Source: an optimization exercise on an open RTL-to-GDS flow (aim: small area, a short achievable clock period and few clock cycles). Production flows keep margins and buffers that such runs may drop.
At most, simulation tests tie the RTL to the original design; equivalence was not proved.
For runs 1 to 4 and 6, only the layout was checked, not whether the RTL still works.
No activity file was given, so power comes from the tool's default toggle rates.

$ cat flow/config.mk
export PLATFORM = sky130hd
export DESIGN_NAME = CPU_top
export DESIGN_NICKNAME = CPU_top
export VERILOG_FILES = /design/flow/design.v
export SDC_FILE = /design/flow/constraint.sdc
export NUM_CORES = 4
export LEC_CHECK = 0
export CAP_MARGIN = 20
export CORE_MARGIN = 2
export CORE_UTILIZATION = 40
export PLACE_DENSITY = 0.6
export SETUP_SLACK_MARGIN = 5
export SLEW_MARGIN = 20
$ cat flow/run.sh
#!/bin/bash
# synth_recipe.tcl (not shown) runs the flow's synth.tcl, then flattens the netlist and writes it again
# the make line also repeats each setting of config.mk as NAME=value (left out here)
make -C /OpenROAD-flow-scripts/flow DESIGN_CONFIG=/design/flow/config.mk WORK_HOME=/design/flow/orfs CLKGATE_MAP_FILE= SYNTH_SCRIPT=/design/flow/synth_recipe.tcl finish
$ cat flow/constraint.sdc
create_clock -name core_clock -period 10.0 [get_ports {clk}]
set_input_delay 2.0000 -clock core_clock [delete_from_list [all_inputs] [get_ports {clk}]]
set_output_delay 2.0000 -clock core_clock [all_outputs]
set_load 0.01 [all_outputs]
$ cat flow/design.v
module ALU(
  input  [32-1:0] in_0,
  input  [32-1:0] in_1,
  input  [2:0]         func,    
  input                sub,     
  output reg [32-1:0] out,
  output [32-1:0] sum,
  output               eq,
  output               lt_s,
  output               lt_u
);
  wire [32-1:0] x = in_0 ^ in_1;
  wire [32:0] s33 = {1'b0, in_0} + {1'b0, in_1 ^ {32{sub}}} + {32'b0, sub};
  assign sum  = s33[31:0];
  assign eq   = ~|x;
  assign lt_u = ~s33[32];
  assign lt_s = (in_0[31] ^ in_1[31]) ? in_0[31] : s33[31];
  wire left = func[0];
  wire [4:0] amt = left ? (5'd0 - in_1[4:0]) : in_1[4:0];
  wire [31:0] r1 = amt[4] ? {in_0[15:0], in_0[31:16]} : in_0;
  wire [31:0] r2 = amt[3] ? {r1[7:0], r1[31:8]} : r1;
  wire [31:0] r3 = amt[2] ? {r2[3:0], r2[31:4]} : r2;
  wire [31:0] r4 = amt[1] ? {r3[1:0], r3[31:2]} : r3;
  wire [31:0] r5 = amt[0] ? {r4[0], r4[31:1]} : r4;
  wire [31:0] mask = left ? (32'hffffffff << in_1[4:0]) : (32'hffffffff >> in_1[4:0]);
  wire [31:0] rout = r5 & mask;
  always @(*) begin
    case (func)
      3'd0: out = in_0 & in_1;
      3'd1: out = in_0 | in_1;
      3'd2: out = x;
      3'd3, 3'd4, 3'd5: out = sum;
      default: out = rout;
    endcase
  end
endmodule
module rf_rdbit(input [31:0] d, input [31:0] sel, output o);
  assign o = |(d & sel);
endmodule
module GPregistor(
    input clk,
    input rst,
    input  [4:0]  rd_addr,
    output [31:0] rd_data,
    input         we,
    input  [4:0]  wr_addr,
    input  [31:0] wr_data
   );
   reg [31:0] gpr [0:31];
   reg [31:0] gval;
   wire [31:0] sel;
   genvar k, b;
   generate
     for (k = 0; k < 32; k = k + 1) begin : g_sel
       assign sel[k] = gval[k] & (rd_addr == k);
     end
     for (b = 0; b < 32; b = b + 1) begin : g_rd
       wire [31:0] col;
       for (k = 0; k < 32; k = k + 1) begin : g_col
         assign col[k] = gpr[k][b];
       end
       rf_rdbit u (.d(col), .sel(sel), .o(rd_data[b]));
     end
   endgenerate
   always @(posedge clk) begin
     if (we) gpr[wr_addr] <= wr_data;
   end
   always @(posedge clk or negedge rst) begin
     if (~rst) gval <= 32'b0;
     else if (we) gval[wr_addr] <= 1'b1;
   end
endmodule
module CPU_top (
  input  wire                     clk,
  input  wire                     reset,            
  input  wire [32-1:0]       if_bus_rd_data,
  input  wire                     if_bus_rdy,
  input  wire                     if_bus_grnt,
  output wire                     if_bus_req,
  output wire [30-1:0]  if_bus_addr,
  output wire                     if_bus_as,
  input  wire [32-1:0]       mem_bus_rd_data,
  input  wire                     mem_bus_rdy,
  input  wire                     mem_bus_grnt,
  output wire                     mem_bus_req,
  output wire [30-1:0]  mem_bus_addr,
  output wire                     mem_bus_as,
  output wire                     mem_bus_rw,
  output wire [32-1:0]       mem_bus_wr_data
);
  localparam PH_IDLE = 2'd0, PH_A = 2'd1, PH_B = 2'd2, PH_C = 2'd3;
  reg  [1:0]  ph;
  reg         if_req_r;    
  reg         fok;         
  reg         issued;      
  reg         nxt_v;       
  reg  [29:0] fpc;         
  reg  [31:0] ir;
  reg  [4:0]  raddr;
  reg  [31:0] opA, opB;
  reg  [29:0] maddr;       
  reg  [4:0]  dst_q;
  reg         rw_q;
  reg         mreq, mpend, mok;
  wire [5:0]  op     = ir[31:26];
  wire [15:0] imm    = ir[15:0];
  wire [31:0] imm_s  = {{16{imm[15]}}, imm};
  wire [31:0] imm_u  = {16'b0, imm};
  wire is_alu  = (op[5:4] == 2'b00);
  wire is_br   = (op[5:2] == 4'b0100);
  wire is_call = (op == 6'h15);
  wire is_jc   = (op[5:1] == 5'b01010);                  
  wire is_ctl  = is_br | is_jc;
  wire is_st   = (op == 6'h17);
  wire is_mem  = (op[5:1] == 5'b01011);
  wire rtype   = is_alu & (~op[0] | (op[3:0] == 4'hb));
  wire imm_sx  = is_mem | is_alu & (op[3:1] == 3'b011 || op[3:1] == 3'b100);   
  wire [2:0] func = op[3:1];
  wire [31:0] imm_ext = is_br ? {imm_s[29:0], 2'b00} :
                        is_jc ? 32'b0 :
                        imm_sx ? imm_s : imm_u;
  wire [31:0] rf_rd;
  wire        ld_wb  = mem_bus_rdy & ~rw_q;                
  wire        c_act  = (ph == PH_C) & ~nxt_v;               
  wire        we_c   = c_act & (is_alu | is_call) & (~is_ctl | issued);
  wire [31:0] alu_out;
  wire        rf_we  = we_c | ld_wb;
  wire [31:0] rf_wd  = c_act ? alu_out : mem_bus_rd_data;
  GPregistor gpr (
    .clk     (clk),
    .rst     (reset),
    .rd_addr (raddr),
    .rd_data (rf_rd),
    .we      (rf_we),
    .wr_addr (dst_q),
    .wr_data (rf_wd)
  );
  wire [31:0] rd_a = (ld_wb && dst_q == raddr) ? mem_bus_rd_data : rf_rd;
  wire use_pc = (ph == PH_B) ? is_br : is_call;            
  wire [31:0] alu_in0 = use_pc ? {fpc, 2'b00} : opA;
  wire [31:0] alu_sum;
  wire eq, lt_s, lt_u;
  ALU alu (
    .in_0 (alu_in0),
    .in_1 (opB),
    .func (func),
    .sub  ((ph != PH_B) & (is_br | (is_alu & func == 3'd5))),
    .out  (alu_out),
    .sum  (alu_sum),
    .eq   (eq),
    .lt_s (lt_s),
    .lt_u (lt_u)
  );
  reg cond;
  always @(*) begin
    case (op[1:0])
      2'd0: cond = eq;
      2'd1: cond = ~eq;
      2'd2: cond = lt_s;
      default: cond = lt_u;
    endcase
  end
  wire taken = is_br ? cond : 1'b1;
  wire if_as   = if_bus_grnt & fok;
  wire m_as    = mem_bus_grnt & mok;
  wire a_done  = ~mreq | mem_bus_rdy;
  wire c_done  = (mreq & ~mpend) ? m_as : (~is_ctl | issued | nxt_v);
  wire have    = nxt_v | if_bus_rdy;
  wire fin     = (ph == PH_IDLE) | (ph == PH_C & c_done);
  wire enter_a = fin & have;
  wire redirect = c_act & is_ctl & issued & taken;
  reg [1:0] ph_n;
  always @(*) begin
    ph_n = ph;
    case (ph)
      PH_A: if (a_done) ph_n = PH_B;
      PH_B: ph_n = PH_C;
      default: if (fin) ph_n = have ? PH_A : PH_IDLE;
    endcase
  end
  wire issued_n = enter_a ? 1'b0 : (issued | if_as);
  wire nxt_v_n  = enter_a ? 1'b0 : (nxt_v | if_bus_rdy);
  wire fok_n    = (ph_n != PH_A) & ~issued_n & ~nxt_v_n;
  wire mreq_n   = (ph == PH_A & a_done & is_mem) | (mreq & ~mem_bus_rdy);
  wire mpend_n  = m_as | (mpend & ~mem_bus_rdy);
  always @(posedge clk or negedge reset) begin
    if (~reset) begin
      ph       <= PH_IDLE;
      if_req_r <= 1'b0;
      fok      <= 1'b0;
      issued   <= 1'b0;
      nxt_v    <= 1'b0;
      fpc      <= 30'b0;
      mreq     <= 1'b0;
      mpend    <= 1'b0;
      mok      <= 1'b0;
    end else begin
      ph       <= ph_n;
      if_req_r <= 1'b1;
      fok      <= fok_n;
      issued   <= issued_n;
      nxt_v    <= nxt_v_n;
      if (redirect)   fpc <= maddr;
      else if (if_as) fpc <= fpc + 30'd1;
      mreq     <= mreq_n;
      mpend    <= mpend_n;
      mok      <= mreq_n & ~mpend_n;
    end
  end
  always @(posedge clk) begin
    if (if_bus_rdy) ir <= if_bus_rd_data;
    if (if_bus_rdy) raddr <= if_bus_rd_data[25:21];
    else if (ph == PH_A && a_done) raddr <= ir[20:16];
    if (ph == PH_A) begin
      opA <= rd_a;
      opB <= imm_ext;
    end
    if (ph == PH_B) begin
      maddr <= alu_sum[31:2];
      if (rtype | is_br | is_st) opB <= rf_rd;
      dst_q <= rtype ? ir[15:11] : (is_call ? 5'd31 : ir[20:16]);
      rw_q  <= is_st;
    end
  end
  assign if_bus_req      = if_req_r;
  assign if_bus_addr     = fpc;
  assign if_bus_as       = if_as;
  assign mem_bus_req     = mreq;
  assign mem_bus_addr    = maddr;
  assign mem_bus_as      = m_as;
  assign mem_bus_rw      = rw_q;
  assign mem_bus_wr_data = opB;
endmodule
==> run_results.csv, run 1 <==
group,metric,value,unit
run_status,outcome,"complete, no violations",
synthesis,synth_edf_count,1124,
cts,clock_latency,0.76,ns
synthesis,synth_cell_type_count,83,
grt,grt.overflow.total,0,
critical_path,critical_path_arrival,2.97,ns
timing,fin_skew,0.0341,ns
cts,root_buffer,"clkbuf_16",
timing,final_hold_viol_count,0,
grt,grt_pass1_wl,282000,µm
pwr,ir_worst_vdd,0.000158,V
final_layout,drive_above_1_share,0.176,
synthesis,synth_nets,3772,
grt,grt_antenna_before_repair,5,
timing,max_freq,0.201,GHz
grt,grt_max_degree,72,
critical_path,crit_required,8.00,ns
floorplanning,fp.dieW,366,µm
route,drt-total-wl,207000,µm
cts,clk_path_buf_depth,3,
floorplanning,die_h,366,µm
pwr,p_leak,0.0216,µW
grt,grt_pass1_vias,34542,
cts,cts_sinks,1227,
grt,grt_util_all_layers,0.299,
timing,worst_pin_slew,1.07,ns
synthesis,synth.ff_latch_count,1227,
synthesis,synth_area,52500,µm²
timing,setup-violations-final,0,
route,drc,0,
cts,cts_tree,"yes",
floorplanning,die_area,134000,µm²
route,dr.pass1.iters,6,
synthesis,synthCells,3593,
timing,fin_setup_tns,0,ns
cts,cts_buffers,121,
place,dpl.hpwl,116000,µm
timing,fin_crit_sh,0.497,
min_path,hold_path.class,"reg2reg",
final_layout,nets,4047,
floorplanning,io_pins,167,
final_layout,synthToLayoutAreaGrowth,19.5,%
timing,period_minus_slack,4.97,ns
route,ant_nets,0,
place,dp.cells,5389,
timing,grt_setup_unrepaired,"true",
final_layout,n_fill_cell,11161,
synthesis,avgSynthCellArea,14.6,µm²
critical_path,worst_setup_path_end_kind,"primary output",
route,wl_per_cell,36.2,µm
critical_path,crit_type,"in2out",
timing,slew_headroom,0.285,
synthesis,synth_ff_type,"edfxtp_1",
timing,slew_violations,0,
place,gp_congestion,0.998,
floorplanning,initial_core_util,0.404,
cts,path_clk_slew,0.06,ns
route,drt_iter0_drc,5458,
synthesis,yosysWarnings,3,
final_layout,instances_no_fill,5714,
synthesis,postSynth.asyncResetShare,0.0579,
critical_path,worstRegToRegCells,14,
place,placement.io_buffers,166,
cts,htreeDepth,3,
critical_path,worst_setup_path_start_kind,"primary input",
synthesis,ys_seq_area_frac,0.689,
route,vias,36995,
floorplanning,coreArea,130000,µm²
critical_path,crit_fanout,2,
job,drv.max_cap_violation_count,0,
route,vias_per_cell,6.47,
pwr,pwr_density_cell,303,nW/µm²
min_path,holdPathStages,1,
floorplanning,rows,132,
## timing repair
| action | 4_1_cts | 5_1_grt |
|---|---|---|
| pin swaps | 20 | 26 |
| setup endpoints to repair | 1076 | 507 |
| setup buffers | 38 | 43 |
| gates cloned | 14 | 2 |
| resized for setup | 120 | 43 |
| hold buffers | 0 | 0 |
| hold endpoints to repair | 0 | 0 |
## through the flow
stage	hold slack, ns	total power [µW]	utilization	instance area (µm²)	setup slack [ns]
5_1_grt	0.456	19600	0.483	62700	4.94
2_1_floorplan	0.420	10900	-	52600	5.00
3_3_place_gp	0.429	13600	0.438	56800	2.88
6_report	0.447	19000	0.483	62700	5.03
4_1_cts	0.449	18600	0.478	62000	5.02
3_5_place_dp	0.435	13600	0.438	56800	2.84
## path summary, 6_finish.rpt
path | slack (ns) | end | from
worst max register to register | 5.05 | gpr.gpr[1][22] | opB[0]
worst max-delay path | 5.03 | mem_bus_as | mem_bus_grnt
max in group asynchronous | 7.92 | ph[1] | reset
min in group asynchronous | 1.42 | fok | reset
worst min-delay path | 0.45 | gpr.gval[21] | gpr.gval[21]
worst min register to register | 0.45 | gpr.gval[21] | gpr.gval[21]
## final cells by class
type / instances / area, µm² / area share
diodes: 2 / 5.00 / 0.0000798
clock buffers: 147 / 3170 / 0.0505
clock inverters: 78 / 756 / 0.0120
inverters: 92 / 349 / 0.00556
multi-input cells: 2050 / 16500 / 0.262
flip-flops and latches: 1227 / 36200 / 0.577
well taps: 1742 / 2180 / 0.0347
repair buffers: 376 / 3640 / 0.0580
## kinds of logic after synthesis
| group | synth area share |
|---|---|
| DFF | 0.689 |
| AOI/OAI and AO/OA | 0.136 |
| and+or+nand+nor | 0.0649 |
| buffers and inverters | 0.0243 |
| muxes | 0.0431 |
| adders and majority gates | 0.0261 |
| xor gates and xnor gates | 0.0167 |
| other | 0.0000714 |
## report_power, final
| part | switching, µW | total [µW] | internal [µW] |
|---|---|---|---|
| Combinational | 4550 | 7180 | 2640 |
| Clock | 2000 | 4560 | 2560 |
| Sequential | 493 | 7270 | 6780 |
| Total | 7040 | 19000 | 12000 |
## routing by layer
layer	global-route usage	up-vias	part of all wire
li1	-	14918	-
met1	0.401	19009	0.38
met2	0.467	2561	0.45
met3	0.0664	505	0.11
met4	0.132	2	0.049
met5	0	-	0.000068
## synth_stat cells, types with 49 or more instances
master    count  area [µm²]
edfxtp_1   1124       33800
a22oi_1     336        2520
clkbuf_1    192         721
nor2_1      182         683
nand2_1     170         638
a21oi_1     136         681
a221oi_1    124        1090
ha_1        108        1350
a22o_1       96         841
nand4_1      95         594
inv_1        89         334
xnor2_1      83         727
mux2i_1      82         821
dfrtp_1      71        1780
nand3_1      60         300
a21o_1       52         390
o21ai_0      49         245
## state kept, by name (all words and copies together), names as in the netlist
signal	cells
nxt_v	1
if_req_r	1
gpr.gval	32
maddr	30
mok	1
ir	27
rw_q	1
issued	1
fpc	30
mpend	1
ph	2
mreq	1
dst_q	5
opB	32
fok	1
raddr	5
opA	32
gpr.gpr	1024
## critical path, stage by stage
cell,delay (ns)
clkdlybuf4s50_1,0.49
nand2_1,0.09
inv_1,0.09
dlygate4sd2_1,0.30
## layout by cell type, fill, tap and decap left out, drive strengths merged, types with 38 or more instances in the layout
cell,Yosys,layout
mux2i,82,82
xnor2,83,83
mux2,70,70
clkbuf,192,148
a21o,52,54
a22o,96,96
clkinv,3,67
a21oi,137,143
o21ai,60,61
o211ai,38,38
nand3,60,60
edfxtp,1124,1124
nand4,95,95
a221oi,124,124
ha,108,108
and3,48,48
nor2,182,182
buf,42,209
nand2,170,170
dfrtp,71,71
inv,89,90
clkdlybuf4s50,0,162
a22oi,336,336
==> run 2, diff against run 1 <==
--- a/flow/config.mk
+++ b/flow/config.mk
@@ -7,6 +7,7 @@
 export LEC_CHECK = 0
+export ABC_CLOCK_PERIOD_IN_PS = 4500
 export CAP_MARGIN = 20
 export CORE_MARGIN = 2
-export CORE_UTILIZATION = 40
-export PLACE_DENSITY = 0.6
+export CORE_UTILIZATION = 60
+export PLACE_DENSITY = 0.7
 export SETUP_SLACK_MARGIN = 5
==> run 2 against run 1 <==
Net effect:
- the layout now fails its checks (capacitance limit, slew limit)
- worst hold slack improved by 0.0031 ns
- non-clock buffer count fell by 4
- die area decreased by 33%
- global-route usage rose by 14 points
- critical path depth unchanged
- combinational power down 2%
- design area shrank 1.3%
- cell count down 10%
- clock skew is 0.053 ns higher
- maximum frequency increased by 0.95%
- clock power shrank 4%
- critical path type unchanged
- largest cell class unchanged
- largest power group unchanged
==> run_results.csv, run 2 <==
group,metric,value,unit
cts,path_clk_slew,0.06,ns
route,dr.pass1.iters,8,
final_layout,drive_above_1_share,0.174,
cts,clock_latency,0.76,ns
final_layout,largest_reg_flops,1024,
critical_path,path_cells,"clkdlybuf4s50_1 -> nand2_1 -> inv_1 -> dlygate4sd2_1",
timing,max_freq,0.203,GHz
synthesis,synth_area,52500,µm²
floorplanning,die_h,300,µm
critical_path,worst_setup_path_start_kind,"primary input",
synthesis,netlist_top_cells_area,"edfxtp_1, a22oi_1, dfrtp_1, ha_1, a221oi_1",
final_layout,nets,4040,
synthesis,yosys.cell_count.top_type,"edfxtp_1",
critical_path,cpPeakStageDelay,0.46,ns
floorplanning,die_area,89900,µm²
final_layout,synthToLayoutAreaGrowth,18.0,%
synthesis,avgSynthCellArea,14.6,µm²
critical_path,crit_type,"in2out",
place,dpl.hpwl,106000,µm
synthesis,yosysTopAreaCellShare,0.643,
floorplanning,initial_core_util,0.605,
timing,final_hold_viol_count,0,
place,placement.io_buffers,166,
run_status,outcome,"failed layout checks",
synthesis,synth_edf_count,1124,
pwr,p_leak,0.0215,µW
timing,setup-violations-final,0,
grt,grt_max_degree,72,
critical_path,crit_required,8.00,ns
grt,grt_antenna_before_repair,7,
route,ant_nets,0,
critical_path,crit_fanout,2,
cts,cts_buffers,116,
place,dp.cells,4792,
route,drc,0,
final_layout,instances_no_fill,5122,
timing,period_minus_slack,4.92,ns
synthesis,synth_nets,3772,
cts,htreeDepth,3,
critical_path,critical_path_arrival,2.92,ns
route,vias_per_cell,7.39,
final_layout,final_common_cell,"edfxtp_1",
job,drv.max_cap_violation_count,1,
timing,fin_setup_tns,0,ns
timing,slew_headroom,-0.00427,
route,wl_per_cell,38.8,µm
final_layout,largest_register,"gpr.gpr",
critical_path,crit_family,"buffers and inverters",
critical_path,cpMaxStageDelayCell,"clkdlybuf4s50_1",
timing,grt_setup_unrepaired,"false",
place,gp_congestion,0.995,
final_layout,final_util,0.714,
synthesis,yosysWarnings,3,
synthesis,ys_seq_area_frac,0.689,
grt,grt_pass1_vias,35583,
route,drt_iter0_drc,6798,
run_status,so.violations,"capacitance limit, slew limit",
floorplanning,io_pins,167,
grt,grt_util_all_layers,0.436,
pwr,ir_worst_vdd,0.000261,V
route,drt-total-wl,199000,µm
cts,cts_sinks,1227,
cts,root_buffer,"clkbuf_16",
floorplanning,fp.dieW,300,µm
cts,cts_tree,"yes",
cts,clk_path_buf_depth,3,
synthesis,synth_cell_type_count,83,
pwr,p_total,18700,µW
critical_path,worst_setup_path_end_kind,"primary output",
timing,fin_skew,0.0875,ns
synthesis,synthCells,3593,
synthesis,synth.ff_latch_count,1227,
grt,grt.overflow.total,0,
timing,slew_violations,3,
route,vias,37848,
synthesis,synth_top_area_cell,"edfxtp_1",
timing,worst_pin_slew,1.50,ns
floorplanning,rows,108,
min_path,hold_path.class,"reg2reg",
pwr,pwr_density_cell,302,nW/µm²
synthesis,postSynth.asyncResetShare,0.0579,
floorplanning,coreArea,86800,µm²
critical_path,cp.buffers_inverters,3,
timing,fin_crit_sh,0.492,
grt,grt_pass1_wl,271000,µm
final_layout,final_cell_mix,"edfxtp_1, a22oi_1, buf_4",
synthesis,synth_ff_type,"edfxtp_1",
synthesis,synth_common_cells,"edfxtp_1, a22oi_1, clkbuf_1",
-- run 2: kinds of logic (layout without fill, tap and decap cells) --
| group | count (synthesis) | after routing | share of synthesized area |
|---|---|---|---|
| AO/OA/AOI/OAI | 964 | 976 | 0.136 |
| XOR/XNOR | 100 | 100 | 0.0167 |
| adder cells (fa/ha/maj) | 109 | 109 | 0.0261 |
| buffers and inverters | 326 | 683 | 0.0243 |
| flip-flops | 1227 | 1227 | 0.689 |
| multiplexers | 176 | 176 | 0.0431 |
| other | 1 | 6 | 0.0000714 |
| AND/OR/NAND/NOR | 690 | 690 | 0.0649 |
-- run 2: final cells by class --
class | count | area (µm²)
diodes | 5 | 12.5
clock inverters | 83 | 772
clock buffers | 136 | 2990
repair buffers | 372 | 3650
well taps | 1155 | 1450
fillers | 5617 | 24800
inverters | 92 | 352
multi-input cells | 2052 | 16500
flip-flops and latches | 1227 | 36200
-- run 2: where the power goes --
| part | total (µW) | switching [µW] | internal, µW |
|---|---|---|---|
| clock network | 4360 | 1950 | 2400 |
| logic | 7060 | 4460 | 2600 |
| registers | 7300 | 513 | 6790 |
-- run 2: repair_timing --
| action | in CTS | in global routing |
|---|---|---|
| gates resized for setup | 124 | 44 |
| hold buffers | 0 | 0 |
| buffers inserted | 52 | 34 |
| endpoints found under the setup margin | 1077 | 655 |
| gates cloned | 13 | 6 |
| pin swaps | 28 | 19 |
-- run 2: worst paths after layout --
| path | start | end | slack (ns) | cells past startpoint |
|---|---|---|---|---|
| setup reg to reg | ph[1] | gpr.gpr[9][24] | 5.10 | 19 |
| hold / removal | gpr.gval[10] | gpr.gval[10] | 0.45 | 1 |
| hold reg to reg | gpr.gval[10] | gpr.gval[10] | 0.45 | 1 |
| max in group asynchronous | reset | fpc[4] | 7.91 | 1 |
| min in group asynchronous | reset | if_req_r | 1.41 | 1 |
| setup / recovery | mem_bus_grnt | mem_bus_as | 5.08 | 4 |
-- run 2: through the flow --
| step | hold WS (ns) | cell area (µm²) | setup WS [ns] |
|---|---|---|---|
| final | 0.450 | 61900 | 5.08 |
| after global routing | 0.466 | 61900 | 4.98 |
| after CTS | 0.451 | 61200 | 4.98 |
| after detailed placement | 0.436 | 56000 | 2.92 |
| after global placement | 0.429 | 56000 | 2.78 |
| after floorplan | 0.420 | 52600 | 5.00 |
-- run 2: metal layers --
| metal | part of all wire | vias to the layer above | track usage | wire (µm) |
|---|---|---|---|---|
| met4 | 0.067 | 4 | 0.238 | 13300 |
| li1 | - | 14900 | - | - |
| met5 | 0.00013 | - | 0 | 25 |
| met3 | 0.16 | 744 | 0.124 | 30900 |
| met1 | 0.34 | 18734 | 0.580 | 67100 |
| met2 | 0.44 | 3466 | 0.654 | 87400 |
==> run 3, diff against run 2 <==
--- a/flow/design.v
+++ b/flow/design.v
@@ -36,5 +36,2 @@
 endmodule
-module rf_rdbit(input [31:0] d, input [31:0] sel, output o);
-  assign o = |(d & sel);
-endmodule
 module GPregistor(
@@ -42,10 +39,51 @@
     input rst,
-    input  [4:0]  rd_addr,
-    output [31:0] rd_data,
+    input         ra_ld,       
+    input  [4:0]  ra_nxt,      
+    output [31:0] rd_data,     
     input         we,
     input  [4:0]  wr_addr,
-    input  [31:0] wr_data
+    input  [31:0] wr_data,
+    input         ld,          
+    input  [31:0] ld_data
    );
-   reg [31:0] gpr [0:31];
-   reg [31:0] gval;
+   reg [31:0] s0 [0:15];
+   reg [31:0] s1 [0:15];
+   reg [15:0] v0, v1;
+   reg        t;
+   reg [4:0]  raddr;           
+   reg        rslot;           
+   reg        pv;              
+   reg [4:0]  pa;
+   reg [31:0] pd;
+   wire        wnow  = we & (wr_addr[0] ^ t);              
+   wire        do_w  = pv | wnow;
+   wire [4:0]  wa    = pv ? pa : wr_addr;
+   wire [31:0] wd    = pv ? pd : wr_data;
+   integer j;
+   always @(posedge clk) begin
+     for (j = 0; j < 16; j = j + 1) begin
+       s1[j] <= s0[j];
+       s0[j] <= (do_w && wa[4:1] == j) ? wd : s1[j];
+     end
+     pa <= wr_addr;
+     pd <= wr_data;
+     if (ra_ld) raddr <= ra_nxt;
+   end
+   always @(posedge clk or negedge rst) begin
+     if (~rst) begin
+       v0 <= 16'b0;
+       v1 <= 16'b0;
+       t  <= 1'b0;
+       pv <= 1'b0;
+       rslot <= 1'b0;
+     end else begin
+       for (j = 0; j < 16; j = j + 1) begin
+         v1[j] <= v0[j];
+         v0[j] <= (do_w && wa[4:1] == j) | v1[j];
+       end
+       t  <= ~t;
+       pv <= we & ~wnow;
+       rslot <= ra_ld ? ~(ra_nxt[0] ^ t) : ~rslot;
+     end
+   end
    wire [31:0] sel;
@@ -53,4 +91,5 @@
    generate
-     for (k = 0; k < 32; k = k + 1) begin : g_sel
-       assign sel[k] = gval[k] & (rd_addr == k);
+     for (k = 0; k < 16; k = k + 1) begin : g_sel
+       assign sel[2*k]   = v0[k] & ~rslot & (raddr[4:1] == k);
+       assign sel[2*k+1] = v1[k] &  rslot & (raddr[4:1] == k);
      end
@@ -58,15 +97,15 @@
        wire [31:0] col;
-       for (k = 0; k < 32; k = k + 1) begin : g_col
-         assign col[k] = gpr[k][b];
+       for (k = 0; k < 16; k = k + 1) begin : g_col
+         assign col[2*k]   = s0[k][b];
+         assign col[2*k+1] = s1[k][b];
        end
-       rf_rdbit u (.d(col), .sel(sel), .o(rd_data[b]));
+       rf_rdbit u (.d(col), .sel(sel), .o(rf_rd[b]));
      end
    endgenerate
-   always @(posedge clk) begin
-     if (we) gpr[wr_addr] <= wr_data;
-   end
-   always @(posedge clk or negedge rst) begin
-     if (~rst) gval <= 32'b0;
-     else if (we) gval[wr_addr] <= 1'b1;
-   end
+   wire [31:0] rf_rd;
+   assign rd_data = (ld & (wr_addr == raddr)) ? ld_data :
+                    (pv & (pa == raddr))      ? pd : rf_rd;
+endmodule
+module rf_rdbit(input [31:0] d, input [31:0] sel, output o);
+  assign o = |(d & sel);
 endmodule
@@ -98,3 +137,2 @@
   reg  [31:0] ir;
-  reg  [4:0]  raddr;
   reg  [31:0] opA, opB;
@@ -104,2 +142,5 @@
   reg         mreq, mpend, mok;
+  reg         use_pc;      
+  reg         sub;         
+  reg         rd_q;        
   wire [5:0]  op     = ir[31:26];
@@ -128,2 +169,4 @@
   wire [31:0] rf_wd  = c_act ? alu_out : mem_bus_rd_data;
+  wire        ra_ld  = if_bus_rdy | (ph == PH_A && a_done);
+  wire [4:0]  ra_nxt = if_bus_rdy ? if_bus_rd_data[25:21] : ir[20:16];
   GPregistor gpr (
@@ -131,3 +174,4 @@
     .rst     (reset),
-    .rd_addr (raddr),
+    .ra_ld   (ra_ld),
+    .ra_nxt  (ra_nxt),
     .rd_data (rf_rd),
@@ -135,6 +179,7 @@
     .wr_addr (dst_q),
-    .wr_data (rf_wd)
+    .wr_data (rf_wd),
+    .ld      (ld_wb),
+    .ld_data (mem_bus_rd_data)
   );
-  wire [31:0] rd_a = (ld_wb && dst_q == raddr) ? mem_bus_rd_data : rf_rd;
-  wire use_pc = (ph == PH_B) ? is_br : is_call;            
+  wire [31:0] rd_a = rf_rd;    
   wire [31:0] alu_in0 = use_pc ? {fpc, 2'b00} : opA;
@@ -146,3 +191,3 @@
     .func (func),
-    .sub  ((ph != PH_B) & (is_br | (is_alu & func == 3'd5))),
+    .sub  (sub),
     .out  (alu_out),
@@ -196,2 +241,3 @@
       mok      <= 1'b0;
+      rd_q     <= 1'b0;
     end else begin
@@ -202,3 +248,4 @@
       nxt_v    <= nxt_v_n;
-      if (redirect)   fpc <= maddr;
+      rd_q     <= redirect;
+      if (rd_q)       fpc <= maddr;
       else if (if_as) fpc <= fpc + 30'd1;
@@ -211,4 +258,9 @@
     if (if_bus_rdy) ir <= if_bus_rd_data;
-    if (if_bus_rdy) raddr <= if_bus_rd_data[25:21];
-    else if (ph == PH_A && a_done) raddr <= ir[20:16];
+    if (ph == PH_A) begin
+      use_pc <= is_br;
+      sub <= 1'b0;
+    end else if (ph == PH_B) begin
+      use_pc <= is_call;                                  
+      sub <= is_br | (is_alu & func == 3'd5);
+    end
     if (ph == PH_A) begin
--- a/flow/config.mk
+++ b/flow/config.mk
@@ -7,7 +7,7 @@
 export LEC_CHECK = 0
-export ABC_CLOCK_PERIOD_IN_PS = 4500
 export CAP_MARGIN = 20
 export CORE_MARGIN = 2
-export CORE_UTILIZATION = 60
-export PLACE_DENSITY = 0.7
+export CORE_UTILIZATION = 40
+export CTS_BUF_LIST = sky130_fd_sc_hd__clkbuf_4 sky130_fd_sc_hd__clkbuf_8
+export PLACE_DENSITY = 0.6
 export SETUP_SLACK_MARGIN = 5
==> run 3 against run 2 <==
Net effect:
- the run now finishes clean
- worst setup slack got worse by 0.043 ns
- clock power is 16% higher
- global-route usage fell by 10 points
- wire length is 12% higher
- cell count grew 35%
- area after synthesis is 3.2% lower
- utilization is 24 points lower
- sequential share of layout area shrank 13 points
==> run_results.csv, run 3 <==
group,metric,value,unit
critical_path,critical_path_arrival,5.81,ns
timing,worst_pin_slew,1.27,ns
synthesis,synth_edf_count,101,
timing,grt_setup_unrepaired,"true",
route,vias_per_cell,6.25,
floorplanning,die_area,130000,µm²
synthesis,yosysWarnings,5,
timing,slew_violations,0,
grt,grt_antenna_before_repair,6,
final_layout,postLayoutCellArea,59300,µm²
synthesis,avgSynthCellArea,10.2,µm²
synthesis,synth_common_cells,"dfxtp_1, a22oi_1, nand2_1",
place,place_ws,4.11,ns
route,drt-total-wl,223000,µm
min_path,hold_path.class,"reg2reg",
place,dpl.hpwl,145000,µm
critical_path,cpMaxStageDelayCell,"mux2i_1",
floorplanning,die_h,360,µm
timing,slew_headroom,0.146,
route,wl_per_cell,32.3,µm
synthesis,synthCells,4977,
pwr,ir_worst_vdd,0.000398,V
min_path,holdPathEnd,"gpr.s1[6][12]",
route,drc,0,
cts,path_clk_slew,0.08,ns
critical_path,worstRegToRegCells,14,
timing,whs,0.325,ns
critical_path,worst_setup_path_end_kind,"register",
cts,hold_buffers,0,
final_layout,final_util,0.472,
synthesis,yosys.cell_count.top_type,"dfxtp_1",
synthesis,synth.ff_latch_count,1270,
route,vias,43140,
critical_path,crit_fanout,33,
final_layout,synthToLayoutAreaGrowth,16.9,%
grt,grt_pass1_wl,313000,µm
cts,clock_latency,0.94,ns
timing,fin_ws,5.03,ns
job,drv.max_cap_violation_count,0,
synthesis,yosysTopAreaCellShare,0.431,
cts,clk_path_buf_depth,3,
timing,fin_skew,0.0663,ns
cts,cts_sinks,1270,
final_layout,final_common_cell,"dfxtp_1",
floorplanning,io_pins,167,
final_layout,nets,5257,
place,dpl_cell_area,54400,µm²
pwr,p_leak,0.0228,µW
floorplanning,rows,130,
grt,use_met2,0.505,
pwr,pwr_density_cell,412,nW/µm²
synthesis,postSynth.asyncResetShare,0.0591,
min_path,holdPathStages,0,
cts,cts_buffers,197,
grt,grt_pass1_vias,41844,
timing,period_minus_slack,4.97,ns
timing,final_hold_viol_count,0,
grt,met3_usage,0.0643,
critical_path,path_cells,"clkbuf_8 -> mux2i_1 -> inv_1 -> ha_1 -> a21oi_1 -> o21ai_0 -> nor4_1 -> a21oi_1 -> and2_1 -> xor2_1 -> and2_1 -> o31ai_4 -> buf_12 -> o21ai_0",
synthesis,synth_cell_type_count,91,
critical_path,worst_setup_path_start_kind,"register",
place,gp_congestion,1.07,
critical_path,crit_type,"reg2reg",
timing,max_freq,0.201,GHz
critical_path,crit_required,10.85,ns
critical_path,cpPeakStageDelay,0.67,ns
timing,setup-violations-final,0,
final_layout,final_cell_mix,"dfxtp_1, a22oi_1, nand2_1",
cts,htreeDepth,4,
synthesis,synth_area,50800,µm²
floorplanning,initial_core_util,0.404,
route,dr.pass1.iters,6,
timing,fin_setup_tns,0,ns
grt,grt.met1_usage,0.430,
synthesis,synth_nets,5151,
synthesis,ys_seq_area_frac,0.528,
grt,grt_max_degree,70,
run_status,outcome,"complete, no violations",
grt,grt.busiest_layer,"met2",
grt,grt.overflow.total,0,
final_layout,largestRegisters,"gpr.s0 x512, gpr.s1 x512",
critical_path,timing.rr.start,"use_pc",
synthesis,synth_ff_type,"dfxtp_1",
timing,fin_crit_sh,0.497,
route,drt_iter0_drc,5387,
cts,cts_tree,"yes",
synthesis,netlist_top_cells_area,"dfxtp_1, a22oi_1, edfxtp_1, mux2_2, dfrtp_1",
min_path,min_from,"gpr.s0[6][12]",
floorplanning,coreArea,126000,µm²
grt,grt_util_all_layers,0.334,
final_layout,drive_above_1_share,0.186,
route,ant_nets,0,
floorplanning,fp.dieW,360,µm
synthesis,synth_top_area_cell,"dfxtp_1",
critical_path,r2r-end,"gpr.s0[9][21]",
place,placement.io_buffers,166,
cts,root_buffer,"clkbuf_8",
critical_path,reg2reg_slack,5.03,ns
==> run 3: cell count changes after synthesis, moves of 94 or more <==
cell / previous run / this run
clkbuf_1: 192 / 336
a22oi_1: 336 / 488
nand2_1: 170 / 386
a21oi_1: 136 / 239
a221oi_1: 124 / 30
dfxtp_1: 32 / 1094
mux2_2: 40 / 263
edfxtp_1: 1124 / 101
nor2_1: 182 / 326
o21ai_0: 49 / 307
==> run 3: final cells by class <==
type | count | area [µm²]
fill | 11752 | 66400
sequential | 1270 | 26800
multi-input combinational | 3213 | 22600
clock buffer | 313 | 3900
timing repair buffer | 313 | 2840
tap | 1650 | 2060
clock inverter | 58 | 753
inverter | 88 | 330
antenna | 2 | 5.00
==> run 3: report_power, final <==
part,total (µW),internal (µW),switching (µW),leakage (µW)
clock,5060,2860,2200,0.00246
combinational,10200,3490,6750,0.00929
sequential,9170,7620,1550,0.0110
total,24500,14000,10500,0.0228
==> run 3: logic make-up (layout without fill, tap and decap cells) <==
| kind of cell | Yosys count | count (layout) | synth area share |
|---|---|---|---|
| AND/OR/NAND/NOR | 1140 | 1140 | 0.104 |
| other | 1 | 3 | 0.0000738 |
| adder cells (fa/ha/maj) | 104 | 104 | 0.0258 |
| AO/OA/AOI/OAI | 1487 | 1487 | 0.198 |
| flip-flops | 1270 | 1270 | 0.528 |
| buffers and inverters | 494 | 772 | 0.0387 |
| multiplexers | 383 | 383 | 0.0887 |
| XOR/XNOR | 98 | 98 | 0.0169 |
==> run 3: how the worst max path moves through the flow <==
stage,from,endpoint,slack [ns],cells after the start
6_report,use_pc,gpr.s0[9][21],5.03,14
5_1_grt,use_pc,gpr.s0[13][31],4.98,13
4_1_cts,use_pc,gpr.s0[14][30],5.00,14
3_5_place_dp,use_pc,gpr.s0[3][26],4.11,13
3_3_place_gp,use_pc,gpr.s0[13][28],4.15,13
2_1_floorplan,opB[0],gpr.s0[2][17],5.33,16
==> run 3: per-layer routing <==
metal | share of wire | vias to the layer above | routed length (µm)
met2 | 0.43 | 2504 | 96100
met3 | 0.091 | 633 | 20200
met4 | 0.078 | 4 | 17400
met1 | 0.40 | 21399 | 89300
met5 | 0.00012 | - | 27
li1 | - | 18600 | -
==> run 3: worst max-delay path: cells and delay by family, from the launching register on <==
family,cells,cell delay [ns]
buffers and inverters,3,0.87
AO/OA/AOI/OAI,5,0.94
flip-flops,1,0.34
multiplexers,1,0.67
XOR/XNOR,1,0.58
adder cells (fa/ha/maj),1,0.47
AND/OR/NAND/NOR,3,0.96
==> run 3: metrics by stage <==
stage / instances / power [µW]
floorplan: 4977 / 14400
global placement: 6529 / 18800
detailed placement: 6529 / 18800
CTS: 6903 / 24000
global route: 6906 / 25300
finish: 6907 / 24500
==> run 3: what timing repair did <==
action,in CTS,in global routing
setup buffers,3,2
resized for setup,39,17
endpoints found under the hold margin,0,0
setup endpoints to repair,360,330
pin swaps,1,1
==> run 4, diff against run 3 <==
==> flow/flow/run.sh (new file) <==
#!/bin/bash
# The standard layout (the standard.sh), with a tighter setup repair target and
# small buffers on the ports.  Each step's full output is in orfs/logs; make's output
# goes to flow.log here.
set -euo pipefail
bash standard.sh SETUP_SLACK_MARGIN=5.6 \
  "BUFFER_PORTS_ARGS=-buffer_cell sky130_fd_sc_hd__buf_2" finish > flow.log 2>&1
==> flow/standard.sh (new file) <==
#!/bin/bash
# synth_recipe.tcl (not shown) runs the flow's synth.tcl, then flattens the netlist and writes it again
# the make line also repeats each setting of config.mk as NAME=value (left out here)
make -C /OpenROAD-flow-scripts/flow DESIGN_CONFIG=/design/flow/config.mk WORK_HOME=/design/flow/orfs CLKGATE_MAP_FILE= SYNTH_SCRIPT=/design/flow/synth_recipe.tcl "${@:-finish}"
removed: flow/run.sh
==> run 4 against run 3 <==
Net effect:
- clock skew decreased by 0.0020 ns
- critical path type unchanged
- highest routed layer unchanged
- combinational power is 7% higher
- first-iteration DRC count down 13%
==> run_results.csv, run 4 <==
group,metric,value,unit
run_status,outcome,"complete, no violations",
floorplanning,fp.dieW,360,µm
cts,path_clk_slew,0.07,ns
grt,grt.overflow.total,0,
synthesis,synth_common_cells,"dfxtp_1, a22oi_1, nand2_1",
critical_path,worst_setup_path_start_kind,"register",
min_path,holdPathStages,0,
cts,htreeDepth,4,
synthesis,yosysTopAreaCellShare,0.431,
critical_path,r2r-end,"gpr.s0[14][1]",
place,dpl.hpwl,146000,µm
critical_path,cpMaxStageDelayCell,"dfxtp_1",
critical_path,reg2reg_slack,5.47,ns
cts,root_buffer,"clkbuf_8",
critical_path,path_cells,"buf_6 -> inv_1 -> ha_1 -> mux2_2 -> buf_4 -> mux4_2 -> mux2i_2 -> mux2i_1 -> a211o_1 -> a31oi_2 -> mux2i_4 -> a21oi_1",
floorplanning,initial_core_util,0.404,
cts,cts_buffers,196,
synthesis,synth_ff_type,"dfxtp_1",
route,wl_per_cell,32.3,µm
final_layout,final_common_cell,"dfxtp_1",
final_layout,instances_no_fill,6947,
timing,fin_skew,0.0643,ns
synthesis,netlist_top_cells_area,"dfxtp_1, a22oi_1, edfxtp_1, mux2_2, dfrtp_1",
timing,setup-violations-final,0,
final_layout,largestRegisters,"gpr.s0 x512, gpr.s1 x512",
pwr,p_leak,0.0231,µW
final_layout,drive_above_1_share,0.240,
timing,period_minus_slack,4.53,ns
critical_path,timing.rr.start,"opB[2]",
timing,fin_crit_sh,0.453,
min_path,hold_path.class,"reg2reg",
critical_path,worst_setup_path_end_kind,"register",
route,drc,0,
final_layout,synthToLayoutAreaGrowth,17.7,%
critical_path,worstRegToRegCells,12,
synthesis,synthCells,4977,
route,vias,43450,
grt,met3_usage,0.0605,
critical_path,crit_family,"multiplexers",
cts,clock_latency,0.95,ns
synthesis,synth_edf_count,101,
critical_path,crit_required,10.83,ns
critical_path,cp.buffers_inverters,3,
synthesis,synth.ff_latch_count,1270,
min_path,holdPathEnd,"gpr.s1[4][16]",
final_layout,n_fill_cell,11755,
route,ant_nets,0,
timing,max_freq,0.221,GHz
cts,clk_path_buf_depth,3,
synthesis,yosys.cell_count.top_type,"dfxtp_1",
place,dp.cells,6528,
route,vias_per_cell,6.25,
synthesis,synth_nets,5151,
timing,worst_pin_slew,1.33,ns
floorplanning,die_area,130000,µm²
route,dr.pass1.iters,7,
place,gp_congestion,1.03,
timing,slew_headroom,0.109,
grt,grt.met1_usage,0.429,
grt,use_met2,0.518,
job,drv.max_cap_violation_count,0,
floorplanning,io_pins,167,
critical_path,crit_fanout,29,
grt,grt_antenna_before_repair,13,
synthesis,synth_cell_type_count,91,
floorplanning,die_h,360,µm
place,placement.io_buffers,166,
floorplanning,rows,130,
synthesis,ys_seq_area_frac,0.528,
synthesis,synth_top_area_cell,"dfxtp_1",
min_path,min_from,"gpr.s0[4][16]",
grt,grt_pass1_wl,313000,µm
final_layout,nets,5303,
grt,grt_util_all_layers,0.334,
pwr,ir_worst_vdd,0.000262,V
pwr,pwr_density_cell,418,nW/µm²
timing,final_hold_viol_count,0,
route,drt-total-wl,224000,µm
final_layout,final_cell_mix,"dfxtp_1, a22oi_1, nand2_1",
cts,cts_sinks,1270,
timing,grt_setup_unrepaired,"true",
timing,slew_violations,0,
synthesis,postSynth.asyncResetShare,0.0591,
synthesis,synth_area,50800,µm²
synthesis,yosysWarnings,5,
route,drt_iter0_drc,4696,
floorplanning,coreArea,126000,µm²
grt,grt_pass1_vias,41779,
critical_path,critical_path_arrival,5.35,ns
grt,grt.busiest_layer,"met2",
critical_path,crit_type,"reg2reg",
synthesis,avgSynthCellArea,10.2,µm²
timing,fin_setup_tns,0,ns
grt,grt_max_degree,70,
critical_path,cpPeakStageDelay,0.51,ns
cts,cts_tree,"yes",
-- run 4: routing by layer --
| layer | share of wire | vias up |
|---|---|---|
| met4 | 0.074 | 6 |
| li1 | - | 18729 |
| met2 | 0.44 | 2548 |
| met1 | 0.40 | 21514 |
| met5 | 0.00017 | - |
| met3 | 0.091 | 653 |
-- run 4: worst reg2reg max path: stages, from the launching register on --
cell and delay, ns:
dfxtp_1 0.51, buf_6 0.33, inv_1 0.31, ha_1 0.45, mux2_2 0.17, buf_4 0.39
mux4_2 0.43, mux2i_2 0.45, mux2i_1 0.15, a211o_1 0.33, a31oi_2 0.39, mux2i_4 0.30
a21oi_1 0.21
-- run 4: logic make-up after synthesis --
kind of cell	Yosys count	synth area share
simple gates	1140	0.104
other cells	1	0.0000738
mux	383	0.0887
compound gates	1487	0.198
flops	1270	0.528
xor+xnor	98	0.0169
buf+inv	494	0.0387
fa+ha+maj	104	0.0258
-- run 4: worst max path at each step --
stage,startpoint,to,slack [ns],depth (start not counted)
after floorplan,opB[0],gpr.s0[10][29],5.61,17
after global placement,use_pc,gpr.s0[0][26],3.92,13
after detailed placement,use_pc,gpr.s0[5][26],3.95,13
after CTS,if_bus_grnt,if_bus_as,5.49,4
after global routing,if_bus_grnt,if_bus_as,5.50,4
final,opB[2],gpr.s0[14][1],5.47,12
-- run 4: final cells by class --
cell class / instances / area (µm²) / share of cell area
timing repair buffer: 359 / 2650 / 0.0444
sequential: 1270 / 26800 / 0.449
multi-input combinational: 3214 / 23400 / 0.392
clock inverter: 43 / 478 / 0.00800
antenna: 7 / 17.5 / 0.000293
inverter: 88 / 342 / 0.00572
tap: 1650 / 2060 / 0.0346
clock buffer: 316 / 3960 / 0.0663
-- run 4: repair_timing --
item                       in CTS  in global routing
pin swaps                      13                 11
cloned                          3                  3
setup endpoints to repair     559                465
hold endpoints to repair        0                  0
resized for setup             150                 76
buffers inserted               25                 20
hold buffers                    0                  0
-- run 4: through the flow --
stage,power [µW],util,cell area (µm²),hold WS [ns],setup slack [ns]
floorplan,14400,-,50800,0.331,5.61
global placement,18600,0.426,53600,0.332,3.92
detailed placement,18600,0.426,53600,0.335,3.95
CTS,24100,0.470,59100,0.323,5.49
global route,25800,0.475,59700,0.328,5.50
finish,25000,0.475,59800,0.317,5.47
-- run 4: power breakdown --
group          leakage [µW]  switching (µW)  total [µW]  internal, µW
clock               0.00234            2140        4840          2700
sequential           0.0110            1590        9210          7620
combinational       0.00969            7050       10900          3860
==> run 5, diff against run 4 <==
--- a/flow/design.v
+++ b/flow/design.v
@@ -11,8 +11,31 @@
 );
-  wire [32-1:0] x = in_0 ^ in_1;
-  wire [32:0] s33 = {1'b0, in_0} + {1'b0, in_1 ^ {32{sub}}} + {32'b0, sub};
-  assign sum  = s33[31:0];
-  assign eq   = ~|x;
-  assign lt_u = ~s33[32];
-  assign lt_s = (in_0[31] ^ in_1[31]) ? in_0[31] : s33[31];
+  wire [31:0] bb = in_1 ^ {32{sub}};
+  wire [31:0] g0 = in_0 & bb;
+  wire [31:0] p0 = in_0 ^ bb;
+  reg [31:0] G, P;
+  reg [32:0] cc;
+  integer i, l;
+  always @(*) begin
+    G = g0;
+    P = p0;
+    G[0] = g0[0] | (p0[0] & sub);
+    for (l = 1; l <= 5; l = l + 1)
+      for (i = 0; i < 32; i = i + 1)
+        if ((i % (1 << l)) == (1 << l) - 1) begin
+          G[i] = G[i] | (P[i] & G[i - (1 << (l-1))]);
+          P[i] = P[i] & P[i - (1 << (l-1))];
+        end
+    for (l = 4; l >= 1; l = l - 1)
+      for (i = 0; i < 32; i = i + 1)
+        if ((i % (1 << l)) == (1 << (l-1)) - 1 && i >= (1 << l)) begin
+          G[i] = G[i] | (P[i] & G[i - (1 << (l-1))]);
+          P[i] = P[i] & P[i - (1 << (l-1))];
+        end
+    cc[0] = sub;
+    for (i = 0; i < 32; i = i + 1) cc[i+1] = G[i];
+  end
+  assign sum  = p0 ^ cc[31:0];
+  assign eq   = &p0;                        
+  assign lt_u = ~cc[32];
+  assign lt_s = (in_0[31] ^ in_1[31]) ? in_0[31] : sum[31];
   wire left = func[0];
@@ -28,5 +51,5 @@
     case (func)
-      3'd0: out = in_0 & in_1;
-      3'd1: out = in_0 | in_1;
-      3'd2: out = x;
+      3'd0: out = g0;
+      3'd1: out = g0 | p0;
+      3'd2: out = p0;
       3'd3, 3'd4, 3'd5: out = sum;
==> run 5 against run 4 <==
Net effect:
- critical path type unchanged
- via count is 0.67% lower
- still clean on timing, DRC and antenna
- highest routed layer unchanged
- die area decreased by 2.7%
- wire length down 6.7%
- clock power barely moved
==> run_results.csv, run 5 <==
group,metric,value,unit
route,drt_iter0_drc,5469,
route,wl_per_cell,29.9,µm
pwr,ir_worst_vdd,0.000193,V
final_layout,largestRegisters,"gpr.s0 x512, gpr.s1 x512",
critical_path,crit_type,"reg2reg",
pwr,p_int,14000,µW
cts,clock_latency,0.96,ns
floorplanning,initial_core_util,0.404,
floorplanning,fp.dieW,355,µm
synthesis,synth_common_cells,"dfxtp_1, nand2_1, a22oi_1",
synthesis,avgSynthCellArea,9.84,µm²
critical_path,worst_setup_path_start_kind,"register",
cts,cts_sinks,1270,
synthesis,ys_seq_area_frac,0.543,
synthesis,postSynth.asyncResetShare,0.0591,
timing,fin_skew,0.0505,ns
critical_path,crit_fanout,8,
synthesis,synthCells,5020,
cts,path_clk_slew,0.07,ns
final_layout,synthToLayoutAreaGrowth,20.4,%
critical_path,worst_setup_path_end_kind,"register",
pwr,p_sw,9520,µW
floorplanning,die_h,355,µm
min_path,min_from,"gpr.s0[8][16]",
critical_path,crit_required,10.77,ns
timing,period_minus_slack,4.87,ns
route,vias_per_cell,6.16,
place,place_ws,4.04,ns
grt,grt.overflow.total,0,
min_path,holdPathStages,0,
floorplanning,die_area,126000,µm²
synthesis,yosys.cell_count.top_type,"dfxtp_1",
critical_path,critical_path_arrival,5.64,ns
pwr,swShare,0.405,
route,drt-total-wl,209000,µm
synthesis,synth_edf_count,101,
synthesis,synth_ff_type,"dfxtp_1",
timing,worst_pin_slew,1.25,ns
critical_path,path_cells,"buf_6 -> buf_12 -> buf_4 -> buf_12 -> mux2i_4 -> inv_2 -> ha_1 -> a21oi_2 -> nor2_1 -> a211oi_2 -> o31a_1 -> buf_6 -> nor2_4 -> o41ai_4 -> fa_2 -> xnor2_4 -> a221oi_2 -> nand2_2 -> o31ai_4 -> buf_6 -> buf_8 -> o21ai_2",
grt,grt_max_degree,65,
timing,fin_ws,5.13,ns
place,dpl.hpwl,129000,µm
timing,slew_violations,0,
cts,cts_buffers,194,
grt,grt_util_all_layers,0.320,
route,dr.pass1.iters,9,
cts,cts_tree,"yes",
timing,fin_crit_sh,0.487,
synthesis,synth_cell_type_count,99,
critical_path,reg2reg_slack,5.13,ns
grt,grt_antenna_before_repair,11,
final_layout,final_cell_mix,"dfxtp_1, nand2_1, a22oi_1",
timing,setup-violations-final,0,
synthesis,synthSimpleGateAreaFrac,0.115,
timing,max_freq,0.205,GHz
critical_path,r2r-end,"gpr.s0[7][31]",
critical_path,worstRegToRegCells,22,
final_layout,n_fill_cell,11273,
timing,final_hold_viol_count,0,
synthesis,synth_compound_area_frac,0.224,
timing,fin_setup_tns,0,ns
cts,clk_path_buf_depth,3,
grt,grt_pass1_vias,41470,
final_layout,nets,5374,
floorplanning,io_pins,167,
critical_path,timing.rr.start,"use_pc",
route,ant_nets,0,
synthesis,synth.ff_latch_count,1270,
synthesis,synth_area,49400,µm²
place,placement.io_buffers,166,
pwr,clkPwrFrac,0.206,
floorplanning,coreArea,122000,µm²
job,drv.max_cap_violation_count,0,
route,drc,0,
min_path,hold_path.class,"reg2reg",
cts,htreeDepth,4,
min_path,holdPathEnd,"gpr.s1[8][16]",
synthesis,synth_top_family_by_area,"compound AO/OA/AOI/OAI gates",
final_layout,final_common_cell,"dfxtp_1",
run_status,outcome,"complete, no violations",
synthesis,synth_nets,5179,
timing,grt_setup_unrepaired,"true",
critical_path,cpMostUsedCell,"buf_6",
floorplanning,rows,128,
synthesis,synth_fa_ha_area_frac,0.0250,
pwr,comb_power_share,0.416,
cts,root_buffer,"clkbuf_8",
final_layout,drive_above_1_share,0.228,
grt,grt_pass1_wl,296000,µm
final_layout,multiInputGateArea,22500,µm²
pwr,pwr-share-seq,0.377,
final_layout,seq_area,26800,µm²
synthesis,yosysWarnings,5,
synthesis,netlist_top_cells_area,"dfxtp_1, a22oi_1, edfxtp_1, nand2_1, dfrtp_1",
pwr,pwr_density_cell,395,nW/µm²
synthesis,synthXorXnorAreaFrac,0.0161,
synthesis,yosysTopAreaCellShare,0.443,
synthesis,synth_top_area_cell,"dfxtp_1",
timing,slew_headroom,0.164,
place,gp_congestion,1.02,
pwr,p_leak,0.0233,µW
critical_path,cpMaxStageDelayCell,"edfxtp_1",
synthesis,synth.area.mux_share,0.0337,
route,vias,43157,
critical_path,cpPeakStageDelay,0.41,ns
-- run 5: cell types whose count changed in the layout (fill, tap and decap cells not counted), sizes merged, moves of 33 or more --
cell	before	now
a21oi	239	122
a22oi	488	535
buf	355	415
mux2	273	45
nand2	387	657
nor2	326	218
nor4	54	21
o21ai	316	586
-- run 5: worst max-delay path by stage --
stage	start	to	slack (ns)	cells after the start
floorplan	sub	gpr.s0[8][15]	5.60	20
global placement	use_pc	gpr.s0[10][19]	4.00	19
detailed placement	use_pc	gpr.s0[11][28]	4.04	19
CTS	use_pc	gpr.s0[1][31]	5.36	21
global route	use_pc	gpr.s0[6][25]	5.03	23
finish	use_pc	gpr.s0[7][31]	5.13	22
-- run 5: area by class of cell --
class	count	area share
antenna	6	0.000253
clock buffer	302	0.0640
clock inverter	57	0.0104
inverter	101	0.00642
multi-input combinational	3229	0.378
sequential	1270	0.451
tap	1625	0.0342
timing repair buffer	419	0.0558
-- run 5: power by group through the flow --
stage	combinational [µW]	sequential [µW]	clock, µW
CTS	8550	8820	4890
global placement	7390	8810	0
finish	9780	8870	4850
global route	10200	9080	5130
floorplan	4780	8470	0
detailed placement	7400	8860	0
-- run 5: logic make-up (layout without fill, tap and decap cells) --
family / count (synthesis) / count (layout)
compound gates: 1656 / 1657
flops: 1270 / 1270
simple gates: 1248 / 1248
buf+inv: 522 / 879
mux: 144 / 144
xor+xnor: 90 / 90
fa+ha+maj: 89 / 89
other cells: 1 / 7
-- run 5: through the flow --
step / utilization / instance area [µm²] / cells / total power, µW / hold WS, ns
6_report: 0.487 / 59500 / 7009 / 23500 / 0.328
5_1_grt: 0.487 / 59500 / 7007 / 24400 / 0.340
4_1_cts: 0.476 / 58100 / 6960 / 22300 / 0.323
3_5_place_dp: 0.424 / 51800 / 6507 / 16300 / 0.336
3_3_place_gp: 0.424 / 51800 / 6507 / 16200 / 0.332
2_1_floorplan: - / 49500 / 5020 / 13300 / 0.331
-- run 5: metal layers --
layer / wire length [µm] / track usage
met1: 84300 / 0.426
met2: 89600 / 0.475
met3: 22600 / 0.0830
met4: 12800 / 0.171
met5: 35 / 0
-- run 5: worst max-delay path, delay by kind of cell (launching register included) --
kind | cells | cell delay (ns)
AOI/OAI and AO/OA | 7 | 1.73
xor gates and xnor gates | 1 | 0.09
adders and majority gates | 2 | 0.71
buffers and inverters | 8 | 1.14
DFF | 1 | 0.41
muxes | 1 | 0.27
and+or+nand+nor | 3 | 0.32
-- run 5: timing repair --
item	CTS	global route
gates resized for setup	236	245
setup buffers	87	35
setup endpoints to repair	542	491
hold buffers	0	0
cloned	7	8
pin swaps	93	104
Testbench counts of run 5, summed over its fixed seeds: cycles 50,315.
==> run 6, diff against run 5 <==
--- a/flow/design.v
+++ b/flow/design.v
@@ -5,2 +5,3 @@
   input                sub,     
+  input                arith,   
   output reg [32-1:0] out,
@@ -14,5 +15,5 @@
   wire [31:0] p0 = in_0 ^ bb;
-  reg [31:0] G, P;
+  reg [31:0] G, P, Gn, Pn;
   reg [32:0] cc;
-  integer i, l;
+  integer i, l, k;
   always @(*) begin
@@ -21,14 +22,14 @@
     G[0] = g0[0] | (p0[0] & sub);
-    for (l = 1; l <= 5; l = l + 1)
+    for (l = 0; l < 5; l = l + 1) begin
+      Gn = G;
+      Pn = P;
       for (i = 0; i < 32; i = i + 1)
-        if ((i % (1 << l)) == (1 << l) - 1) begin
-          G[i] = G[i] | (P[i] & G[i - (1 << (l-1))]);
-          P[i] = P[i] & P[i - (1 << (l-1))];
-        end
-    for (l = 4; l >= 1; l = l - 1)
-      for (i = 0; i < 32; i = i + 1)
-        if ((i % (1 << l)) == (1 << (l-1)) - 1 && i >= (1 << l)) begin
-          G[i] = G[i] | (P[i] & G[i - (1 << (l-1))]);
-          P[i] = P[i] & P[i - (1 << (l-1))];
+        if (i[l]) begin
+          k = ((i >> l) << l) - 1;
+          Gn[i] = G[i] | (P[i] & G[k]);
+          Pn[i] = P[i] & P[k];
         end
+      G = Gn;
+      P = Pn;
+    end
     cc[0] = sub;
@@ -41,3 +42,3 @@
   wire left = func[0];
-  wire [4:0] amt = left ? (5'd0 - in_1[4:0]) : in_1[4:0];
+  wire [4:0] amt = in_1[4:0];
   wire [31:0] r1 = amt[4] ? {in_0[15:0], in_0[31:16]} : in_0;
@@ -47,12 +48,14 @@
   wire [31:0] r5 = amt[0] ? {r4[0], r4[31:1]} : r4;
-  wire [31:0] mask = left ? (32'hffffffff << in_1[4:0]) : (32'hffffffff >> in_1[4:0]);
+  wire [31:0] rmask = 32'hffffffff >> amt;
+  wire [31:0] mask = ~left ? rmask : (amt == 5'd0) ? 32'hffffffff : ~rmask;
   wire [31:0] rout = r5 & mask;
+  reg [31:0] other;
   always @(*) begin
     case (func)
-      3'd0: out = g0;
-      3'd1: out = g0 | p0;
-      3'd2: out = p0;
-      3'd3, 3'd4, 3'd5: out = sum;
-      default: out = rout;
+      3'd0: other = g0;
+      3'd1: other = g0 | p0;
+      3'd6, 3'd7: other = rout;
+      default: other = p0;
     endcase
+    out = arith ? sum : other;
   end
@@ -65,5 +68,5 @@
     output [31:0] rd_data,     
-    input         we,
     input  [4:0]  wr_addr,
-    input  [31:0] wr_data,
+    input         we_alu,      
+    input  [31:0] alu_data,
     input         ld,          
@@ -78,8 +81,8 @@
    reg        pv;              
-   reg [4:0]  pa;
    reg [31:0] pd;
+   wire        we    = we_alu | ld;
    wire        wnow  = we & (wr_addr[0] ^ t);              
    wire        do_w  = pv | wnow;
-   wire [4:0]  wa    = pv ? pa : wr_addr;
-   wire [31:0] wd    = pv ? pd : wr_data;
+   wire [4:0]  wa    = wr_addr;     
+   wire [31:0] wd    = we_alu ? alu_data : (pv ? pd : ld_data);
    integer j;
@@ -90,4 +93,3 @@
      end
-     pa <= wr_addr;
-     pd <= wr_data;
+     pd <= we_alu ? alu_data : ld_data;
      if (ra_ld) raddr <= ra_nxt;
@@ -128,4 +130,5 @@
    wire [31:0] rf_rd;
-   assign rd_data = (ld & (wr_addr == raddr)) ? ld_data :
-                    (pv & (pa == raddr))      ? pd : rf_rd;
+   wire hit = wr_addr == raddr;
+   assign rd_data = (ld & hit) ? ld_data :
+                    (pv & hit) ? pd : rf_rd;
 endmodule
@@ -167,2 +170,3 @@
   reg         sub;         
+  reg         arith;       
   reg         rd_q;        
@@ -182,2 +186,3 @@
   wire [2:0] func = op[3:1];
+  wire is_shl  = is_alu & (func == 3'd7);
   wire [31:0] imm_ext = is_br ? {imm_s[29:0], 2'b00} :
@@ -190,4 +195,2 @@
   wire [31:0] alu_out;
-  wire        rf_we  = we_c | ld_wb;
-  wire [31:0] rf_wd  = c_act ? alu_out : mem_bus_rd_data;
   wire        ra_ld  = if_bus_rdy | (ph == PH_A && a_done);
@@ -200,5 +203,5 @@
     .rd_data (rf_rd),
-    .we      (rf_we),
     .wr_addr (dst_q),
-    .wr_data (rf_wd),
+    .we_alu  (we_c),
+    .alu_data(alu_out),
     .ld      (ld_wb),
@@ -215,2 +218,3 @@
     .sub  (sub),
+    .arith(arith),
     .out  (alu_out),
@@ -287,2 +291,3 @@
       sub <= is_br | (is_alu & func == 3'd5);
+      arith <= is_alu & (func == 3'd3 || func == 3'd4 || func == 3'd5);
     end
@@ -290,3 +295,3 @@
       opA <= rd_a;
-      opB <= imm_ext;
+      opB <= {imm_ext[31:5], is_shl ? 5'd0 - imm_ext[4:0] : imm_ext[4:0]};
     end
@@ -294,3 +299,3 @@
       maddr <= alu_sum[31:2];
-      if (rtype | is_br | is_st) opB <= rf_rd;
+      if (rtype | is_br | is_st) opB <= {rf_rd[31:5], is_shl ? 5'd0 - rf_rd[4:0] : rf_rd[4:0]};
       dst_q <= rtype ? ir[15:11] : (is_call ? 5'd31 : ir[20:16]);
--- a/flow/config.mk
+++ b/flow/config.mk
@@ -10,3 +10,5 @@
 export CORE_UTILIZATION = 40
-export CTS_BUF_LIST = sky130_fd_sc_hd__clkbuf_4 sky130_fd_sc_hd__clkbuf_8
+export CTS_BUF_LIST = sky130_fd_sc_hd__clkbuf_16
+export CTS_CLUSTER_DIAMETER = 100
+export CTS_CLUSTER_SIZE = 30
 export PLACE_DENSITY = 0.6
@@ -14 +16,3 @@
 export SLEW_MARGIN = 20
+export SYNTH_HIERARCHICAL = 1
+export SYNTH_MINIMUM_KEEP_SIZE = 0
==> run 6 against run 5 <==
Net effect:
- cell count shrank 12%
- sequential power grew 2.5%
- design area fell by 7.0%
- critical endpoint is now if_bus_as
- register-to-register slack improved by 0.59 ns
- global-route usage is 5.5 points lower
- via count decreased by 13%
- die area up 2.3%
- utilization fell by 4.6 points
- largest cell class unchanged
- critical path depth decreased by 19
- clock power fell by 46%
- non-clock buffer count decreased by 130
==> run_results.csv, run 6 <==
group,metric,value,unit
critical_path,worst_setup_path_start_kind,"primary input",
timing,grt_setup_unrepaired,"true",
grt,grt.met1_usage,0.363,
pwr,p_leak,0.0214,µW
run_status,outcome,"complete, no violations",
final_layout,instances_no_fill,6172,
final_layout,seq_area,26800,µm²
critical_path,r2r-end,"opB[4]",
cts,hold_buffers,0,
critical_path,cp.buffers_inverters,2,
grt,grt.busiest_layer,"met2",
grt,grt_util_all_layers,0.265,
timing,whs,0.325,ns
pwr,p_sw,7550,µW
place,dpl_cell_area,53300,µm²
floorplanning,fp.dieW,360,µm
pwr,p_total,19300,µW
place,gp_congestion,1.00,
critical_path,crit_required,8.00,ns
place,placement.io_buffers,166,
pwr,comb_power_share,0.395,
critical_path,timing.rr.start,"gpr.raddr[3]",
floorplanning,coreArea,126000,µm²
route,ant_nets,0,
pwr,p_int,11800,µW
cts,cts_buffers,50,
pwr,swShare,0.391,
floorplanning,initial_core_util,0.403,
critical_path,crit_fanout,2,
pwr,pwr-share-seq,0.471,
critical_path,path_cells,"buf_8 -> and2_4 -> buf_6",
route,drt-total-wl,177000,µm
critical_path,worst_setup_path_end_kind,"primary output",
grt,grt_pass1_vias,36069,
final_layout,n_fill_cell,11857,
final_layout,multiInputGateArea,22500,µm²
synthesis,synthCells,4399,
route,vias_per_cell,6.07,
cts,clock_latency,0.71,ns
final_layout,postLayoutCellArea,55300,µm²
timing,fin_crit_sh,0.442,
synthesis,synth_area,50600,µm²
pwr,pwr_density_cell,349,nW/µm²
critical_path,critical_path_arrival,2.42,ns
route,vias,37448,
synthesis,yosysWarnings,11,
timing,period_minus_slack,4.42,ns
place,dp.cells,6082,
grt,grt_max_degree,98,
cts,root_buffer,"clkbuf_16",
floorplanning,rows,130,
timing,fin_skew,0.0466,ns
pwr,clkPwrFrac,0.135,
floorplanning,die_h,360,µm
final_layout,largestRegisters,"gpr.s0 x512, gpr.s1 x512",
final_layout,drive_above_1_share,0.247,
route,wl_per_cell,28.7,µm
grt,grt.overflow.total,0,
cts,cts_sinks,1266,
cts,clk_path_buf_depth,3,
min_path,holdPathStages,0,
critical_path,cpPeakStageDelay,0.18,ns
grt,use_met2,0.419,
synthesis,avgSynthCellArea,11.5,µm²
critical_path,reg2reg_slack,5.72,ns
final_layout,nets,4647,
final_layout,synthToLayoutAreaGrowth,9.43,%
min_path,hold_path.class,"reg2reg",
cts,cts_tree,"yes",
critical_path,crit_family,"buffers and inverters",
critical_path,worstRegToRegCells,15,
timing,slew_headroom,0.221,
floorplanning,io_pins,167,
cts,htreeDepth,2,
final_layout,final_common_cell,"dfxtp_1",
route,drt_iter0_drc,3879,
route,dr.pass1.iters,8,
min_path,holdPathEnd,"gpr.s1[7][22]",
grt,grt_pass1_wl,255000,µm
timing,final_hold_viol_count,0,
timing,setup-violations-final,0,
timing,slew_violations,0,
timing,max_freq,0.226,GHz
timing,worst_pin_slew,1.17,ns
grt,grt_antenna_before_repair,9,
grt,met3_usage,0.0386,
place,dpl.hpwl,112000,µm
min_path,min_from,"gpr.s0[7][22]",
cts,path_clk_slew,0.11,ns
route,drc,0,
floorplanning,die_area,129000,µm²
synthesis,synth_nets,4545,
critical_path,cpMaxStageDelayCell,"and2_4",
critical_path,crit_type,"in2out",
pwr,ir_worst_vdd,0.000173,V
final_layout,final_cell_mix,"dfxtp_1, mux2_2, a22oi_1",
timing,fin_setup_tns,0,ns
job,drv.max_cap_violation_count,0,
## run 6: metal layers
layer / share of wire / vias to the layer above
met5: 0.000073 / -
met4: 0.045 / 2
met3: 0.088 / 347
met2: 0.45 / 1739
met1: 0.42 / 18734
li1: - / 16626
## run 6: area by class of cell
type	instances	area share
sequential	1266	0.484
multi-input combinational	2732	0.407
tap	1650	0.0373
timing repair buffer	289	0.0344
clock buffer	51	0.0231
inverter	162	0.0110
clock inverter	16	0.00335
antenna	6	0.000271
## run 6: metrics by stage
stage                      util  worst slack (ns)
after global placement    0.424              4.30
after floorplan               -              5.67
after detailed placement  0.424              4.78
final                     0.441              5.58
after CTS                 0.439              5.58
after global routing      0.441              5.54
## run 6: how the worst max path moves through the flow
stage | endpoint | depth (start not counted) | start | slack [ns]
4_1_cts | if_bus_as | 3 | if_bus_grnt | 5.58
5_1_grt | gpr.s0[12][23] | 14 | use_pc | 5.54
3_5_place_dp | gpr.s0[2][7] | 11 | ir[27] | 4.78
2_1_floorplan | if_bus_as | 2 | if_bus_grnt | 5.67
3_3_place_gp | gpr.s0[2][29] | 11 | ir[27] | 4.30
6_report | if_bus_as | 3 | if_bus_grnt | 5.58
## run 6: timing repair
action,CTS,global route
gates cloned,2,1
gates resized for setup,46,54
setup buffers,10,4
endpoints found under the setup margin,532,496
pin swaps,5,4
## run 6: power groups by stage
stage	clock (µW)	combinational, µW	sequential (µW)
floorplan	0	5000	8710
global placement	0	7150	9090
detailed placement	0	7220	9140
CTS	2630	7350	9050
global route	2790	8170	9350
finish	2600	7620	9090

## static timing again, ports no longer ideal
No port has a modelled driver above. Below, the same layouts with a new extraction and two added sets of constraints.
Step 1, drivers: a clkbuf_16 drives clk and a buf_2 each remaining input, both assumed.
Step 2 also shifts input and output timing later by t, the mid clock arrival at the registers, as if the neighbouring blocks saw the same clock.
Three values: ideal, step 1, step 2; two values: the first two.
run | t, ns | slack for setup (ns)
run 1 | 0.826 | 5.030 / 4.994 / 4.299
run 2 | 0.791 | 5.077 / 5.030 / 4.316
run 3 | 0.974 | 5.034 / 5.034 / 4.785
run 4 | 0.990 | 5.472 / 5.444 / 5.231
run 5 | 1.002 | 5.130 / 5.130 / 4.788
run 6 | 0.766 | 5.584 / 5.543 / 5.158
